Source: an optimization exercise on an open RTL-to-GDS flow (aim: a short achievable clock period and few clock cycles). Production flows keep margins and buffers that such runs may drop.
Function was checked by simulation only, so behaviour that the tests miss may differ from the original.
Power figures rest on the tool's default switching activity, not on a simulated workload.

==> module mips_pipeline, before the edit <==
module mips_pipeline (
  input         clk,
  input         reset,
  output [31:0] imem_addr,
  input  [31:0] imem_data,
  output [31:0] dmem_addr,
  output [31:0] dmem_wdata,
  output        dmem_we,
  input  [31:0] dmem_rdata
);
reg  [29:0] pc;                        
reg         v_d;
reg  [31:0] ins_d;
reg         pred_d;
reg  [29:0] pc4_d;
reg         pok_d;
reg         beq_e, pred_e;
reg         rw_e, ld_e, sw_e, mem_e;
reg  [4:0]  dst_e;
reg  [29:0] alt_e;
reg  [29:0] tgt_e;                     
reg         pfix_e;                    
reg  [31:0] ap_e;                      
reg  [31:0] bp_e;                      
reg  [31:0] rp_e;                      
reg         fam_e, bam_e, fbm_e;       
reg         fan_e, ban_e, fbn_e;       
reg         sub_e, and_e, or_e, ar_e, slt_e;
reg         subn_e;                    
reg         rw_m, ld_m, sw_m;
reg         mis_m;                     
reg  [29:0] alt_m;                     
reg  [4:0]  dst_m;
reg  [31:0] alu_m, sd_m;
reg  [31:0] da_m;                      
reg         rw_w;
reg  [4:0]  dst_w;
reg  [31:0] wbd;
reg  [31:0] rf [1:31];
assign imem_addr = {pc, 2'b00};
wire [29:0] pc_inc = pc + 30'd1;
wire [5:0]  f_op   = imem_data[31:26];
wire        f_j    = (f_op == 6'h02);
wire        f_beq  = (f_op == 6'h04);
wire        f_pred = f_j | (f_beq & (imem_data[15] | (imem_data[25:21] == imem_data[20:16])));
wire [10:0] f_lo   = {1'b0, pc[9:0]} + {1'b0, imem_data[9:0]} + 11'd1;
wire        f_pok  = imem_data[15] ? (f_lo[10] & (&imem_data[15:10]))
                                   : (~f_lo[10] & ~(|imem_data[15:10]));
wire [29:0] f_tgt  = f_j ? {pc_inc[29:26], imem_data[25:0]} : {pc[29:10], f_lo[9:0]};
wire [29:0] f_npc  = f_pred ? f_tgt : pc_inc;
wire [5:0] op    = ins_d[31:26];
wire [4:0] rs    = ins_d[25:21];
wire [4:0] rt    = ins_d[20:16];
wire [4:0] rd    = ins_d[15:11];
wire [5:0] funct = ins_d[5:0];
wire [31:0] simm = {{16{ins_d[15]}}, ins_d[15:0]};
wire is_r    = (op == 6'h00);
wire is_addi = (op == 6'h08);
wire is_lw   = (op == 6'h23);
wire is_sw   = (op == 6'h2b);
wire is_beq  = (op == 6'h04);
wire use_rs = is_r | is_addi | is_lw | is_sw | is_beq;
wire use_rt = is_r | is_sw | is_beq;
wire [4:0] dst_d = is_r ? rd : rt;
wire rw_d = (is_r | is_addi | is_lw) && (dst_d != 5'd0);
wire [29:0] brt_d = pc4_d + simm[29:0];      
wire sub_d = is_r & (funct == 6'h22 || funct == 6'h2a);
wire stall = v_d && ld_e &&
             ((use_rs && rs == dst_e) || (use_rt && rt == dst_e));
wire [31:0] wb_rs = (rw_w && dst_w == rs) ? wbd : rf[rs];
wire [31:0] wb_rt = (rw_w && dst_w == rt) ? wbd : rf[rt];
wire [31:0] rsv_d = (rs == 5'd0) ? 32'd0 : wb_rs;
wire [31:0] rtv_d = (rt == 5'd0) ? 32'd0 : wb_rt;
wire [31:0] mem_val = ld_m ? dmem_rdata : alu_m;
wire fa_m = rw_e && dst_e == rs;
wire fb_m = rw_e && dst_e == rt;
wire fa_k = rw_m && dst_m == rs;
wire fb_k = rw_m && dst_m == rt;
wire [31:0] ap_d = fa_k ? mem_val : rsv_d;
wire [31:0] rp_d = fb_k ? mem_val : rtv_d;
wire [31:0] bp_d = is_r ? (rp_d ^ {32{sub_d}}) : simm;
wire [31:0] a  = {fan_e ? ap_e[31:16] : alu_m[31:16],
                  fam_e ? alu_m[15:0] : ap_e[15:0]};
wire [31:0] bf = {fbn_e ? rp_e[31:16] : alu_m[31:16],
                  fbm_e ? alu_m[15:0] : rp_e[15:0]};
wire [31:0] bx = {ban_e ? bp_e[31:16] : (alu_m[31:16] ^ {16{~subn_e}}),
                  bam_e ? (alu_m[15:0] ^ {16{sub_e}}) : bp_e[15:0]};
wire [31:0] sum;
wire        cout;
ks_add32 u_add (.a(a), .b(bx), .ci(sub_e), .s(sum), .co(cout));
wire [31:0] res = ({32{and_e}} & (a & bx)) |
                  ({32{or_e}}  & (a | bx)) |
                  ({32{ar_e}}  & sum) |
                  {31'd0, slt_e & ~cout};
wire eq_rr = (ap_e == rp_e);
wire eq_mr = (alu_m == rp_e);
wire eq_rm = (ap_e == alu_m);
wire eq = fam_e ? (fbm_e | eq_mr) : (fbm_e ? eq_rm : eq_rr);
wire ex_mis      = beq_e & ((eq != pred_e) | (pfix_e & eq));
wire redirect    = mis_m;
wire id_go       = v_d & ~stall & ~redirect;
always @(posedge clk) begin
  if (reset)            pc <= 30'd0;
  else if (redirect)    pc <= alt_m;
  else if (!stall)      pc <= f_npc;
  if (reset || redirect)    v_d <= 1'b0;
  else if (!stall)          v_d <= 1'b1;
  if (!stall) begin
    ins_d  <= imem_data;
    pred_d <= f_pred;
    pc4_d  <= pc_inc;
    pok_d  <= f_pok;
  end
  if (reset || !id_go) begin
    beq_e <= 1'b0; rw_e <= 1'b0; ld_e <= 1'b0; sw_e <= 1'b0; mem_e <= 1'b0;
  end else begin
    beq_e <= is_beq;
    rw_e  <= rw_d;
    ld_e  <= is_lw & rw_d;
    sw_e  <= is_sw;
    mem_e <= is_sw | is_lw;
  end
  pred_e <= pred_d;
  dst_e  <= dst_d;
  alt_e  <= pred_d ? pc4_d : brt_d;
  tgt_e  <= brt_d;
  pfix_e <= is_beq & pred_d & ~pok_d;
  ap_e   <= ap_d;
  bp_e   <= bp_d;
  rp_e   <= rp_d;
  fam_e  <= fa_m;
  fbm_e  <= fb_m;
  bam_e  <= is_r & fb_m;
  fan_e  <= ~fa_m;
  fbn_e  <= ~fb_m;
  ban_e  <= ~(is_r & fb_m);
  sub_e  <= sub_d;
  subn_e <= ~sub_d;
  and_e  <= is_r & (funct == 6'h24);
  or_e   <= is_r & (funct == 6'h25);
  ar_e   <= ~is_r | (funct == 6'h20) | (funct == 6'h22);
  slt_e  <= is_r & (funct == 6'h2a);
  if (reset || redirect) begin
    rw_m <= 1'b0; ld_m <= 1'b0; sw_m <= 1'b0; mis_m <= 1'b0;
  end else begin
    rw_m <= rw_e; ld_m <= ld_e; sw_m <= sw_e; mis_m <= ex_mis;
  end
  alt_m <= (pfix_e & eq) ? tgt_e : alt_e;
  dst_m <= dst_e;
  alu_m <= res;
  da_m  <= sum & {32{mem_e}};
  sd_m  <= bf;
  if (reset) rw_w <= 1'b0;
  else       rw_w <= rw_m;
  dst_w <= dst_m;
  wbd   <= mem_val;
  if (rw_w) rf[dst_w] <= wbd;
end
assign dmem_addr  = da_m;
assign dmem_wdata = sd_m;
assign dmem_we    = sw_m;
endmodule
export LEC_CHECK = 0
export ABC_CLOCK_PERIOD_IN_PS = 2500
export CAP_MARGIN = 20
export CORE_MARGIN = 2
export CORE_UTILIZATION = 55
export SETUP_SLACK_MARGIN = 5.0
export SLEW_MARGIN = 20
create_clock -name core_clock -period 8.0 [get_ports {clk}]
run.sh (not shown) runs the stock make flow with config.mk's settings and CLKGATE_MAP_FILE= SYNTH_SCRIPT=/design/flow/synth_recipe.tcl, a recipe that flattens the netlist after the stock synthesis.
Testbench counts at the start, summed over its fixed seeds: cycles 19,971.
Edit:
--- a/flow/design.v
+++ b/flow/design.v
@@ -24,6 +24,6 @@
 reg  [31:0] bp_e;                      
 reg  [31:0] rp_e;                      
-reg         fam_e, bam_e, fbm_e;       
-reg         fan_e, ban_e, fbn_e;       
+reg         fas_e, fal_e, fbs_e, fbl_e, bas_e, bal_e;
+reg         fasn_e, faln_e, fbsn_e, fbln_e, basn_e, baln_e;
 reg         sub_e, and_e, or_e, ar_e, slt_e;
 reg         subn_e;                    
@@ -32,5 +32,8 @@
 reg  [29:0] alt_m;                     
 reg  [4:0]  dst_m;
-reg  [31:0] alu_m, sd_m;
+reg  [31:0] s_m;                       
+reg  [31:0] l_m;                       
+reg         wh_m;                      
+reg  [31:0] sd_m;
 reg  [31:0] da_m;                      
 reg         rw_w;
@@ -72,4 +75,5 @@
 wire [31:0] rsv_d = (rs == 5'd0) ? 32'd0 : wb_rs;
 wire [31:0] rtv_d = (rt == 5'd0) ? 32'd0 : wb_rt;
+wire [31:0] alu_m   = wh_m ? s_m : l_m;
 wire [31:0] mem_val = ld_m ? dmem_rdata : alu_m;
 wire fa_m = rw_e && dst_e == rs;
@@ -80,21 +84,19 @@
 wire [31:0] rp_d = fb_k ? mem_val : rtv_d;
 wire [31:0] bp_d = is_r ? (rp_d ^ {32{sub_d}}) : simm;
-wire [31:0] a  = {fan_e ? ap_e[31:16] : alu_m[31:16],
-                  fam_e ? alu_m[15:0] : ap_e[15:0]};
-wire [31:0] bf = {fbn_e ? rp_e[31:16] : alu_m[31:16],
-                  fbm_e ? alu_m[15:0] : rp_e[15:0]};
-wire [31:0] bx = {ban_e ? bp_e[31:16] : (alu_m[31:16] ^ {16{~subn_e}}),
-                  bam_e ? (alu_m[15:0] ^ {16{sub_e}}) : bp_e[15:0]};
+wire [31:0] a  = {~fasn_e ? s_m[31:16] : ~faln_e ? l_m[31:16] : ap_e[31:16],
+                   fas_e  ? s_m[15:0]  : fal_e   ? l_m[15:0]  : ap_e[15:0]};
+wire [31:0] bf = {~fbsn_e ? s_m[31:16] : ~fbln_e ? l_m[31:16] : rp_e[31:16],
+                   fbs_e  ? s_m[15:0]  : fbl_e   ? l_m[15:0]  : rp_e[15:0]};
+wire [31:0] bx = {~basn_e ? (s_m[31:16] ^ {16{~subn_e}}) :
+                  ~baln_e ? (l_m[31:16] ^ {16{~subn_e}}) : bp_e[31:16],
+                   bas_e  ? (s_m[15:0] ^ {16{sub_e}}) :
+                   bal_e  ? (l_m[15:0] ^ {16{sub_e}}) : bp_e[15:0]};
 wire [31:0] sum;
 wire        cout;
 ks_add32 u_add (.a(a), .b(bx), .ci(sub_e), .s(sum), .co(cout));
-wire [31:0] res = ({32{and_e}} & (a & bx)) |
-                  ({32{or_e}}  & (a | bx)) |
-                  ({32{ar_e}}  & sum) |
-                  {31'd0, slt_e & ~cout};
-wire eq_rr = (ap_e == rp_e);
-wire eq_mr = (alu_m == rp_e);
-wire eq_rm = (ap_e == alu_m);
-wire eq = fam_e ? (fbm_e | eq_mr) : (fbm_e ? eq_rm : eq_rr);
+wire [31:0] lres = ({32{and_e}} & (a & bx)) |
+                   ({32{or_e}}  & (a | bx)) |
+                   {31'd0, slt_e & ~cout};
+wire eq = (a == bf);
 wire ex_mis      = beq_e & ((eq != pred_e) | (pfix_e & eq));
 wire redirect    = mis_m;
@@ -129,10 +131,16 @@
   bp_e   <= bp_d;
   rp_e   <= rp_d;
-  fam_e  <= fa_m;
-  fbm_e  <= fb_m;
-  bam_e  <= is_r & fb_m;
-  fan_e  <= ~fa_m;
-  fbn_e  <= ~fb_m;
-  ban_e  <= ~(is_r & fb_m);
+  fas_e  <= fa_m & ar_e;
+  fal_e  <= fa_m & ~ar_e;
+  fbs_e  <= fb_m & ar_e;
+  fbl_e  <= fb_m & ~ar_e;
+  bas_e  <= is_r & fb_m & ar_e;
+  bal_e  <= is_r & fb_m & ~ar_e;
+  fasn_e <= ~(fa_m & ar_e);
+  faln_e <= ~(fa_m & ~ar_e);
+  fbsn_e <= ~(fb_m & ar_e);
+  fbln_e <= ~(fb_m & ~ar_e);
+  basn_e <= ~(is_r & fb_m & ar_e);
+  baln_e <= ~(is_r & fb_m & ~ar_e);
   sub_e  <= sub_d;
   subn_e <= ~sub_d;
@@ -148,5 +156,7 @@
   alt_m <= (pfix_e & eq) ? tgt_e : alt_e;
   dst_m <= dst_e;
-  alu_m <= res;
+  s_m   <= sum;
+  l_m   <= lres;
+  wh_m  <= ar_e;
   da_m  <= sum & {32{mem_e}};
   sd_m  <= bf;
The new run produced a clean layout.
Design area came out higher by about 2%.
Register-to-register slack is worse by 0.18 ns.
Global-route usage decreases by 0.94 points.
Final cell count rises by about 2.2%.
Setup slack degrades by 0.18 ns.
Testbench counts after the change, summed over its fixed seeds: cycles 19,971.

---

job 3348:
The RTL this note starts from:
==> flow/design.v <==
module mips_pipeline (
  input         clk,
  input         reset,
  output [31:0] imem_addr,
  input  [31:0] imem_data,
  output [31:0] dmem_addr,
  output [31:0] dmem_wdata,
  output        dmem_we,
  input  [31:0] dmem_rdata
);
reg  [29:0] pc;                        
reg         v_d;
reg  [31:0] ins_d;
reg         pred_d;
reg  [29:0] pc4_d, brt_d;
reg         beq_e, pred_e;
reg         rw_e, ld_e, sw_e, mem_e;
reg  [4:0]  dst_e;
reg  [29:0] alt_e;
reg  [31:0] ap_e;                      
reg  [31:0] bp_e;                      
reg  [31:0] rp_e;                      
reg         fam_e, bam_e, fbm_e;       
reg         sub_e, and_e, or_e, ar_e, slt_e;
reg         rw_m, ld_m, sw_m;
reg         mis_m;                     
reg  [29:0] alt_m;                     
reg  [4:0]  dst_m;
reg  [31:0] alu_m, sd_m;
reg  [31:0] da_m;                      
reg         rw_w;
reg  [4:0]  dst_w;
reg  [31:0] wbd;
reg  [31:0] rf [1:31];
assign imem_addr = {pc, 2'b00};
wire [29:0] pc_inc = pc + 30'd1;
wire [5:0]  f_op   = imem_data[31:26];
wire        f_j    = (f_op == 6'h02);
wire        f_beq  = (f_op == 6'h04);
wire        f_pred = f_j | (f_beq & (imem_data[15] | (imem_data[25:21] == imem_data[20:16])));
wire [16:0] f_lo   = {1'b0, pc[15:0]} + {1'b0, imem_data[15:0]} + 17'd1;
wire [13:0] pc_hi  = pc[29:16];
wire [13:0] pc_hip = pc_hi + 14'd1;
wire [13:0] pc_him = pc_hi - 14'd1;
wire [13:0] f_hi   = imem_data[15] ? (f_lo[16] ? pc_hi : pc_him)
                                   : (f_lo[16] ? pc_hip : pc_hi);
wire [29:0] f_brt  = {f_hi, f_lo[15:0]};
wire [29:0] f_tgt  = f_j ? {pc_inc[29:26], imem_data[25:0]} : f_brt;
wire [29:0] f_npc  = f_pred ? f_tgt : pc_inc;
wire [5:0] op    = ins_d[31:26];
wire [4:0] rs    = ins_d[25:21];
wire [4:0] rt    = ins_d[20:16];
wire [4:0] rd    = ins_d[15:11];
wire [5:0] funct = ins_d[5:0];
wire [31:0] simm = {{16{ins_d[15]}}, ins_d[15:0]};
wire is_r    = (op == 6'h00);
wire is_addi = (op == 6'h08);
wire is_lw   = (op == 6'h23);
wire is_sw   = (op == 6'h2b);
wire is_beq  = (op == 6'h04);
wire use_rs = is_r | is_addi | is_lw | is_sw | is_beq;
wire use_rt = is_r | is_sw | is_beq;
wire [4:0] dst_d = is_r ? rd : rt;
wire rw_d = (is_r | is_addi | is_lw) && (dst_d != 5'd0);
wire sub_d = is_r & (funct == 6'h22 || funct == 6'h2a);
wire stall = v_d && ld_e &&
             ((use_rs && rs == dst_e) || (use_rt && rt == dst_e));
wire [31:0] wb_rs = (rw_w && dst_w == rs) ? wbd : rf[rs];
wire [31:0] wb_rt = (rw_w && dst_w == rt) ? wbd : rf[rt];
wire [31:0] rsv_d = (rs == 5'd0) ? 32'd0 : wb_rs;
wire [31:0] rtv_d = (rt == 5'd0) ? 32'd0 : wb_rt;
wire [31:0] mem_val = ld_m ? dmem_rdata : alu_m;
wire fa_m = rw_e && dst_e == rs;
wire fb_m = rw_e && dst_e == rt;
wire fa_k = rw_m && dst_m == rs;
wire fb_k = rw_m && dst_m == rt;
wire [31:0] ap_d = fa_k ? mem_val : rsv_d;
wire [31:0] rp_d = fb_k ? mem_val : rtv_d;
wire [31:0] bp_d = is_r ? (rp_d ^ {32{sub_d}}) : simm;
wire [31:0] a  = fam_e ? alu_m : ap_e;
wire [31:0] bf = fbm_e ? alu_m : rp_e;
wire [31:0] bx = bam_e ? (alu_m ^ {32{sub_e}}) : bp_e;
wire [31:0] sum;
wire        cout;
ks_add32 u_add (.a(a), .b(bx), .ci(sub_e), .s(sum), .co(cout));
wire [31:0] res = ({32{and_e}} & (a & bx)) |
                  ({32{or_e}}  & (a | bx)) |
                  ({32{ar_e}}  & sum) |
                  {31'd0, slt_e & ~cout};
wire eq_rr = (ap_e == rp_e);
wire eq_mr = (alu_m == rp_e);
wire eq_rm = (ap_e == alu_m);
wire eq = fam_e ? (fbm_e | eq_mr) : (fbm_e ? eq_rm : eq_rr);
wire ex_mis      = beq_e & (eq != pred_e);
wire redirect    = mis_m;
wire id_go       = v_d & ~stall & ~redirect;
always @(posedge clk) begin
  if (reset)            pc <= 30'd0;
  else if (redirect)    pc <= alt_m;
  else if (!stall)      pc <= f_npc;
  if (reset || redirect)    v_d <= 1'b0;
  else if (!stall)          v_d <= 1'b1;
  if (!stall) begin
    ins_d  <= imem_data;
    pred_d <= f_pred;
    pc4_d  <= pc_inc;
    brt_d  <= f_brt;
  end
  if (reset || !id_go) begin
    beq_e <= 1'b0; rw_e <= 1'b0; ld_e <= 1'b0; sw_e <= 1'b0; mem_e <= 1'b0;
  end else begin
    beq_e <= is_beq;
    rw_e  <= rw_d;
    ld_e  <= is_lw & rw_d;
    sw_e  <= is_sw;
    mem_e <= is_sw | is_lw;
  end
  pred_e <= pred_d;
  dst_e  <= dst_d;
  alt_e  <= pred_d ? pc4_d : brt_d;
  ap_e   <= ap_d;
  bp_e   <= bp_d;
  rp_e   <= rp_d;
  fam_e  <= fa_m;
  fbm_e  <= fb_m;
  bam_e  <= is_r & fb_m;
  sub_e  <= sub_d;
  and_e  <= is_r & (funct == 6'h24);
  or_e   <= is_r & (funct == 6'h25);
  ar_e   <= ~is_r | (funct == 6'h20) | (funct == 6'h22);
  slt_e  <= is_r & (funct == 6'h2a);
  if (reset || redirect) begin
    rw_m <= 1'b0; ld_m <= 1'b0; sw_m <= 1'b0; mis_m <= 1'b0;
  end else begin
    rw_m <= rw_e; ld_m <= ld_e; sw_m <= sw_e; mis_m <= ex_mis;
  end
  alt_m <= alt_e;
  dst_m <= dst_e;
  alu_m <= res;
  da_m  <= sum & {32{mem_e}};
  sd_m  <= bf;
  if (reset) rw_w <= 1'b0;
  else       rw_w <= rw_m;
  dst_w <= dst_m;
  wbd   <= mem_val;
  if (rw_w) rf[dst_w] <= wbd;
end
assign dmem_addr  = da_m;
assign dmem_wdata = sd_m;
assign dmem_we    = sw_m;
endmodule
module ks_add32 (
  input  [31:0] a,
  input  [31:0] b,
  input         ci,
  output [31:0] s,
  output        co
);
wire [31:0] p = a ^ b;
wire [31:0] g0 = a & b;
reg  [31:0] g, t;
integer i, k;
always @(*) begin
  g = g0;
  t = p;
  g[0] = g0[0] | (p[0] & ci);
  for (k = 1; k < 32; k = k * 2)
    for (i = 31; i >= k; i = i - 1) begin
      g[i] = g[i] | (t[i] & g[i-k]);
      t[i] = t[i] & t[i-k];
    end
end
assign s  = p ^ {g[30:0], ci};
assign co = g[31];
endmodule
==> flow/config.mk <==
export PLATFORM = sky130hd
export DESIGN_NAME = mips_pipeline
export DESIGN_NICKNAME = mips_pipeline
export VERILOG_FILES = /design/flow/design.v
export SDC_FILE = /design/flow/constraint.sdc
export NUM_CORES = 4
export LEC_CHECK = 0
export ABC_CLOCK_PERIOD_IN_PS = 2500
export CAP_MARGIN = 20
export CORE_MARGIN = 2
export CORE_UTILIZATION = 55
export SETUP_SLACK_MARGIN = 5.0
export SLEW_MARGIN = 20
==> flow/constraint.sdc <==
create_clock -name core_clock -period 8.0 [get_ports {clk}]
set_input_delay 1.6000 -clock core_clock [delete_from_list [all_inputs] [get_ports {clk}]]
set_output_delay 1.6000 -clock core_clock [all_outputs]
set_load 0.01 [all_outputs]
Testbench counts of job 3348, summed over its fixed seeds: cycles 19,971.
Here is what was changed in the inputs of job 8188 compared with job 3348.
--- a/flow/design.v
+++ b/flow/design.v
@@ -20,9 +20,11 @@
 reg  [31:0] ap_e;                      
 reg  [31:0] bp_e;                      
 reg  [31:0] rp_e;                      
 reg         fam_e, bam_e, fbm_e;       
+reg         fan_e, ban_e, fbn_e;       
 reg         sub_e, and_e, or_e, ar_e, slt_e;
+reg         subn_e;                    
 reg         rw_m, ld_m, sw_m;
 reg         mis_m;                     
 reg  [29:0] alt_m;                     
 reg  [4:0]  dst_m;
@@ -76,11 +78,14 @@
 wire fb_k = rw_m && dst_m == rt;
 wire [31:0] ap_d = fa_k ? mem_val : rsv_d;
 wire [31:0] rp_d = fb_k ? mem_val : rtv_d;
 wire [31:0] bp_d = is_r ? (rp_d ^ {32{sub_d}}) : simm;
-wire [31:0] a  = fam_e ? alu_m : ap_e;
-wire [31:0] bf = fbm_e ? alu_m : rp_e;
-wire [31:0] bx = bam_e ? (alu_m ^ {32{sub_e}}) : bp_e;
+wire [31:0] a  = {fan_e ? ap_e[31:16] : alu_m[31:16],
+                  fam_e ? alu_m[15:0] : ap_e[15:0]};
+wire [31:0] bf = {fbn_e ? rp_e[31:16] : alu_m[31:16],
+                  fbm_e ? alu_m[15:0] : rp_e[15:0]};
+wire [31:0] bx = {ban_e ? bp_e[31:16] : (alu_m[31:16] ^ {16{~subn_e}}),
+                  bam_e ? (alu_m[15:0] ^ {16{sub_e}}) : bp_e[15:0]};
 wire [31:0] sum;
 wire        cout;
 ks_add32 u_add (.a(a), .b(bx), .ci(sub_e), .s(sum), .co(cout));
 wire [31:0] res = ({32{and_e}} & (a & bx)) |
@@ -123,9 +128,13 @@
   rp_e   <= rp_d;
   fam_e  <= fa_m;
   fbm_e  <= fb_m;
   bam_e  <= is_r & fb_m;
+  fan_e  <= ~fa_m;
+  fbn_e  <= ~fb_m;
+  ban_e  <= ~(is_r & fb_m);
   sub_e  <= sub_d;
+  subn_e <= ~sub_d;
   and_e  <= is_r & (funct == 6'h24);
   or_e   <= is_r & (funct == 6'h25);
   ar_e   <= ~is_r | (funct == 6'h20) | (funct == 6'h22);
   slt_e  <= is_r & (funct == 6'h2a);
--- outcome ---
Share of total power consumed by net switching: job 8188 vs job 3348 — no meaningful difference
Relative to job 3348, clock share of power has increased by 0.2 points in job 8188.
Compared with job 3348, job 8188 shows a post-synthesis mux area share that is 0.85 points higher.
Job 3348 -> job 8188: non-clock buffer count increased by a few percent
Comparing job 8188 with job 3348, the number of nets with antenna violations after detailed routing came out essentially unchanged.
On placed wire-length estimate after detailed placement, job 8188 does worse than job 3348.
The flow did not stop early for job 8188: all stages ran, and the layout cleared the timing, DRC and antenna checks.
Job 8188 against job 3348: maximum clock frequency now sits lower, worst-case clock skew now sits higher, met1 wire length now sits higher, critical path depth now sits higher.
Testbench counts of job 8188, summed over its fixed seeds: cycles 19,971.

[separate check: timing with driven ports]
In the flow no input, the clock included, has a driving cell. The finished layouts below were timed again as built, in two steps.
Step 1 sets driving cells, clkbuf_16 on the clock port and buf_2 on the other inputs (assumed; they add their load-dependent delay and slew).
Step 2, shift: input delay + t, output delay - t, t = (earliest + latest rising clock arrival at the registers) / 2. This alone moves slack from input paths to output paths.
a / b / c = no drivers / after step 1 / after step 2; a / b = the first two.
run | shift t [ns] | slack for setup (ns) | worst slew at a driven data input, ns | pins driven straight from the clock port
the first run of note 1 | 0.871 | 4.640 / 4.640 / 4.160 | 0.06 | 1
the second run of note 1 | 0.865 | 4.457 / 4.457 / 4.165 | 0.10 | 1
job 3348 | 0.863 | 4.741 / 4.741 / 3.949 | 0.07 | 1
job 8188 | 0.875 | 4.403 / 4.424 / 3.549 | 0.07 | 1
After both steps setup and hold are still met in every run listed. For job 8188, which loses most, drivers alone change the setup slack by +0.021 ns; drivers and shift together by -0.854 ns.
